This design comes from an exercise in tuning for small area, a short achievable clock period and few clock cycles on the open sky130 flow, not from production work. At most, simulation tests tie the RTL to the original design; equivalence was not proved.

job 101:
==> module geofence, before the edit <==
module geofence(clk, reset, X, Y, valid, is_inside);
input clk;
input reset;
input [9:0] X;
input [9:0] Y;
output reg valid;
output reg is_inside;
reg [3:0] t;
reg [9:0] px, py;            
reg [19:0] buf0, buf1, buf2;   
reg sx, sy;                  
reg [9:0] mx, my;            
reg lsx, lsy, rsx, rsy;
reg [9:0] lmx, lmy, rmx, rmy;
reg ins;
reg [3:0] hp;                
reg [3:0] qo;                
reg [12:0] ahx, ahy, bhx, bhy;   
reg aglo, aplo, bglo, bplo;
wire s0 = t == 4'd2 || t == 4'd3 || t == 4'd5 || t == 4'd7 || t == 4'd9 || t == 4'd11;
wire s2 = t == 4'd5 || t == 4'd7 || t == 4'd9 || t == 4'd11 || t == 4'd13;
wire [19:0] vin = (t == 4'd2 || t == 4'd7) ? buf0 : (t == 4'd3 || t == 4'd9) ? buf1 : buf2;
wire [10:0] dx = {1'b0, vin[19:10]} - {1'b0, px};
wire [10:0] dy = {1'b0, vin[9:0]} - {1'b0, py};
wire [9:0] ax = (dx[9:0] ^ {10{dx[10]}}) + {9'd0, dx[10]};
wire [9:0] ay = (dy[9:0] ^ {10{dy[10]}}) + {9'd0, dy[10]};
wire [3:0] side = {Y < py, Y > py, X < px, X > px};
wire early_out = |(hp & side);
wire [3:0] quad = {side[0] & side[3], side[1] & side[3], side[1] & side[2], side[0] & side[2]};
wire early_in = &(qo | quad);
wire zx = mx == 10'd0, zy = my == 10'd0;
wire zlx = lmx == 10'd0, zly = lmy == 10'd0;
wire zrx = rmx == 10'd0, zry = rmy == 10'd0;
wire [12:0] ahx_d, ahy_d;
wire aglo_d, aplo_d, a_le, a_dn;
xs1 ua1(.a(lmx), .b(my), .c(lmy), .d(mx), .hx(ahx_d), .hy(ahy_d), .glo(aglo_d), .plo(aplo_d));
xs2 ua2(.hx(ahx), .hy(ahy), .glo(aglo), .plo(aplo), .le(a_le), .lt(a_dn));
wire a_dz = a_le && !a_dn;
wire a_s1 = lsx ^ sy, a_s2 = lsy ^ sx;
wire a_nz = !(zlx || zy) || !(zly || zx);
wire an = (a_s1 == a_s2) ? (a_s1 ? !(a_dn || a_dz) : a_dn) : (a_s1 && a_nz);
wire az = (a_s1 == a_s2) ? a_dz : !a_nz;
wire ap = !an && !az;
wire [12:0] bhx_d, bhy_d;
wire bglo_d, bplo_d, b_le, b_dn;
xs1 ub1(.a(mx), .b(rmy), .c(my), .d(rmx), .hx(bhx_d), .hy(bhy_d), .glo(bglo_d), .plo(bplo_d));
xs2 ub2(.hx(bhx), .hy(bhy), .glo(bglo), .plo(bplo), .le(b_le), .lt(b_dn));
wire b_dz = b_le && !b_dn;
wire b_s1 = sx ^ rsy, b_s2 = sy ^ rsx;
wire b_nz = !(zx || zry) || !(zy || zrx);
wire bn = (b_s1 == b_s2) ? (b_s1 ? !(b_dn || b_dz) : b_dn) : (b_s1 && b_nz);
wire bz = (b_s1 == b_s2) ? b_dz : !b_nz;
wire bp = !bn && !bz;
wire opp = (!zx && (sx ^ lsx)) || (!zy && (sy ^ lsy));
wire hit = (zx && zy) || (an && (bn || bz)) || (az && bn) || (az && bz && opp);
wire early = t == 4'd6 && (ins || early_in || early_out);
wire last = s2 && t != 4'd5 && (ins || hit || t == 4'd13);
always @(posedge clk or posedge reset) begin
    if (reset) t <= 4'd0;
    else if (valid) t <= 4'd0;
    else t <= t + 4'd1;
end
always @(posedge clk) begin
    ahx <= ahx_d; ahy <= ahy_d; aglo <= aglo_d; aplo <= aplo_d;
    bhx <= bhx_d; bhy <= bhy_d; bglo <= bglo_d; bplo <= bplo_d;
    if (s0) begin
        sx <= dx[10]; mx <= ax;
        sy <= dy[10]; my <= ay;
    end
end
always @(posedge clk) begin
    if (t == 4'd0) begin
        px <= X;
        py <= Y;
    end
    if (t == 4'd1 || t == 4'd4) buf0 <= {X, Y};
    if (t == 4'd2 || t == 4'd5) buf1 <= {X, Y};
    if (t == 4'd3 || t == 4'd6) buf2 <= {X, Y};
    if (t == 4'd1) begin hp <= side; qo <= quad; end
    else if (t <= 4'd5) begin hp <= hp & side; qo <= qo | quad; end
    if (t == 4'd3) begin
        lsx <= sx; lmx <= mx; lsy <= sy; lmy <= my;
        rsx <= sx; rmx <= mx; rsy <= sy; rmy <= my;
        ins <= zx && zy;
    end else if (s2) begin
        if (hit) ins <= 1'b1;
        if (an && bp) begin lsx <= sx; lmx <= mx; lsy <= sy; lmy <= my; end
        if (ap && bn) begin rsx <= sx; rmx <= mx; rsy <= sy; rmy <= my; end
    end
end
always @(posedge clk or posedge reset) begin
    if (reset) begin
        valid <= 1'b0;
        is_inside <= 1'b0;
    end else begin
        valid <= !valid && (early || last);
        is_inside <= early ? (ins || early_in) : (ins || hit);
    end
end
endmodule
clock: 12.0 ns
lec_check: 0
cap_margin: 20
core_margin: 2
core_utilization: 40
cts_buf_list: sky130_fd_sc_hd__clkbuf_4 sky130_fd_sc_hd__clkbuf_8
cts_cluster_diameter: 60
cts_cluster_size: 20
place_density: 0.6
setup_slack_margin: 5
slew_margin: 20
standard.sh (not shown) runs the stock make flow with config.mk's settings and CLKGATE_MAP_FILE= SYNTH_SCRIPT=/design/flow/synth_recipe.tcl, a recipe that flattens the netlist after the stock synthesis.
==> flow/flow/run.sh <==
#!/bin/bash
# The standard layout, with one extra step between synthesis and floorplan:
# invopt.py removes the inverters that Yosys's full-adder extraction leaves between
# adders (see invopt.py). Each tool's output goes to a log of its own.
set -euo pipefail
R=orfs/results/$FLOW_PLATFORM/geofence/base
LIB=$FLOW_HOME/platforms/$FLOW_PLATFORM/lib/sky130_fd_sc_hd__tt_025C_1v80.lib
bash standard.sh synth > synth.log 2>&1
cp $R/1_2_yosys.v 1_2_yosys.synth.v
python3 flow/invopt.py $LIB 1_2_yosys.synth.v 1_2_yosys.invopt.v > invopt.log 2>&1
cp 1_2_yosys.invopt.v $R/1_2_yosys.v
bash standard.sh SETUP_SLACK_MARGIN=8 "CTS_ARGS=-sink_clustering_enable -repair_clock_nets -buf_list {sky130_fd_sc_hd__clkbuf_4 sky130_fd_sc_hd__clkbuf_8} -sink_clustering_size 20 -sink_clustering_max_diameter 60 -dont_use_dummy_load" finish > layout.log 2>&1
Other scripts of this flow, unchanged in this note and not shown: flow/flow/invopt.py
Job 101 has completed all stages; timing, DRC and antenna checks passed.
What job 102 does differently from job 101 at the input level:
diff --git a/flow/design.v b/flow/design.v
--- a/flow/design.v
+++ b/flow/design.v
@@ -13,9 +13,8 @@
 reg lsx, lsy, rsx, rsy;
 reg [9:0] lmx, lmy, rmx, rmy;
 reg ins;
 reg [3:0] hp;                
-reg [3:0] qo;                
 reg [12:0] ahx, ahy, bhx, bhy;   
 reg aglo, aplo, bglo, bplo;
 wire s0 = t == 4'd2 || t == 4'd3 || t == 4'd5 || t == 4'd7 || t == 4'd9 || t == 4'd11;
 wire s2 = t == 4'd5 || t == 4'd7 || t == 4'd9 || t == 4'd11 || t == 4'd13;
@@ -25,10 +24,8 @@
 wire [9:0] ax = (dx[9:0] ^ {10{dx[10]}}) + {9'd0, dx[10]};
 wire [9:0] ay = (dy[9:0] ^ {10{dy[10]}}) + {9'd0, dy[10]};
 wire [3:0] side = {Y < py, Y > py, X < px, X > px};
 wire early_out = |(hp & side);
-wire [3:0] quad = {side[0] & side[3], side[1] & side[3], side[1] & side[2], side[0] & side[2]};
-wire early_in = &(qo | quad);
 wire zx = mx == 10'd0, zy = my == 10'd0;
 wire zlx = lmx == 10'd0, zly = lmy == 10'd0;
 wire zrx = rmx == 10'd0, zry = rmy == 10'd0;
 wire [12:0] ahx_d, ahy_d;
@@ -52,9 +49,9 @@
 wire bz = (b_s1 == b_s2) ? b_dz : !b_nz;
 wire bp = !bn && !bz;
 wire opp = (!zx && (sx ^ lsx)) || (!zy && (sy ^ lsy));
 wire hit = (zx && zy) || (an && (bn || bz)) || (az && bn) || (az && bz && opp);
-wire early = t == 4'd6 && (ins || early_in || early_out);
+wire early = t == 4'd6 && (ins || early_out);
 wire last = s2 && t != 4'd5 && (ins || hit || t == 4'd13);
 always @(posedge clk or posedge reset) begin
     if (reset) t <= 4'd0;
     else if (valid) t <= 4'd0;
@@ -75,10 +72,10 @@
     end
     if (t == 4'd1 || t == 4'd4) buf0 <= {X, Y};
     if (t == 4'd2 || t == 4'd5) buf1 <= {X, Y};
     if (t == 4'd3 || t == 4'd6) buf2 <= {X, Y};
-    if (t == 4'd1) begin hp <= side; qo <= quad; end
-    else if (t <= 4'd5) begin hp <= hp & side; qo <= qo | quad; end
+    if (t == 4'd1) hp <= side;
+    else if (t <= 4'd5) hp <= hp & side;
     if (t == 4'd3) begin
         lsx <= sx; lmx <= mx; lsy <= sy; lmy <= my;
         rsx <= sx; rmx <= mx; rsy <= sy; rmy <= my;
         ins <= zx && zy;
@@ -93,9 +90,9 @@
         valid <= 1'b0;
         is_inside <= 1'b0;
     end else begin
         valid <= !valid && (early || last);
-        is_inside <= early ? (ins || early_in) : (ins || hit);
+        is_inside <= early ? ins : (ins || hit);
     end
 end
 endmodule
 module xs1(input [9:0] a, input [9:0] b, input [9:0] c, input [9:0] d,
Results
[job 102] met1 layer usage reported by global route fell 0.23 points relative to job 101. Relative to job 101, the pin count of the biggest net entering global routing measured on job 102 has increased by a few percent. Job 102: global routing usage on met2 is 0.19 points higher than what job 101 reported. Taking job 101 as the reference, in job 102 fraction of the core area covered by cells at the end of the flow went down; design area went down; area enclosed by the die boundary went down; cell count went down. Job 101 ended up with met4 as its top routing layer in use; job 102 ended up with met5.
Testbench counts of job 102, summed over its fixed seeds: cycles 75,647.
No functional check of the RTL was part of job 101.

-- port drivers added, routing unchanged --
The results above use ideal ports. As a check the final layouts listed here were re-extracted and re-timed, cells and wires unchanged.
Step 1, drivers: a clkbuf_16 drives clk and a buf_2 each remaining input, both assumed.
Step 2 moves the port delays by t, midway between the first and last clock arrival at a register: inputs arrive t later, outputs are due t later. That takes back most of the time a late clock gives input paths.
Slacks: no drivers / after step 1 / after step 2; pairs: no drivers / after step 1.
run	t, ns	setup slack, ns	worst setup path after step 2	clock arrival spread, ns	worst data-port slew with drivers (ns)
job 101	0.623	7.668 / 7.680 / 7.058	input to register	0.106 / 0.105	0.05
job 102	0.635	7.956 / 7.956 / 7.470	input to register	0.120 / 0.119	0.04
After both steps setup and hold are still met in every run listed. The setup slack of job 101, which loses most, moves by +0.012 ns with the drivers and by -0.610 ns with both steps.
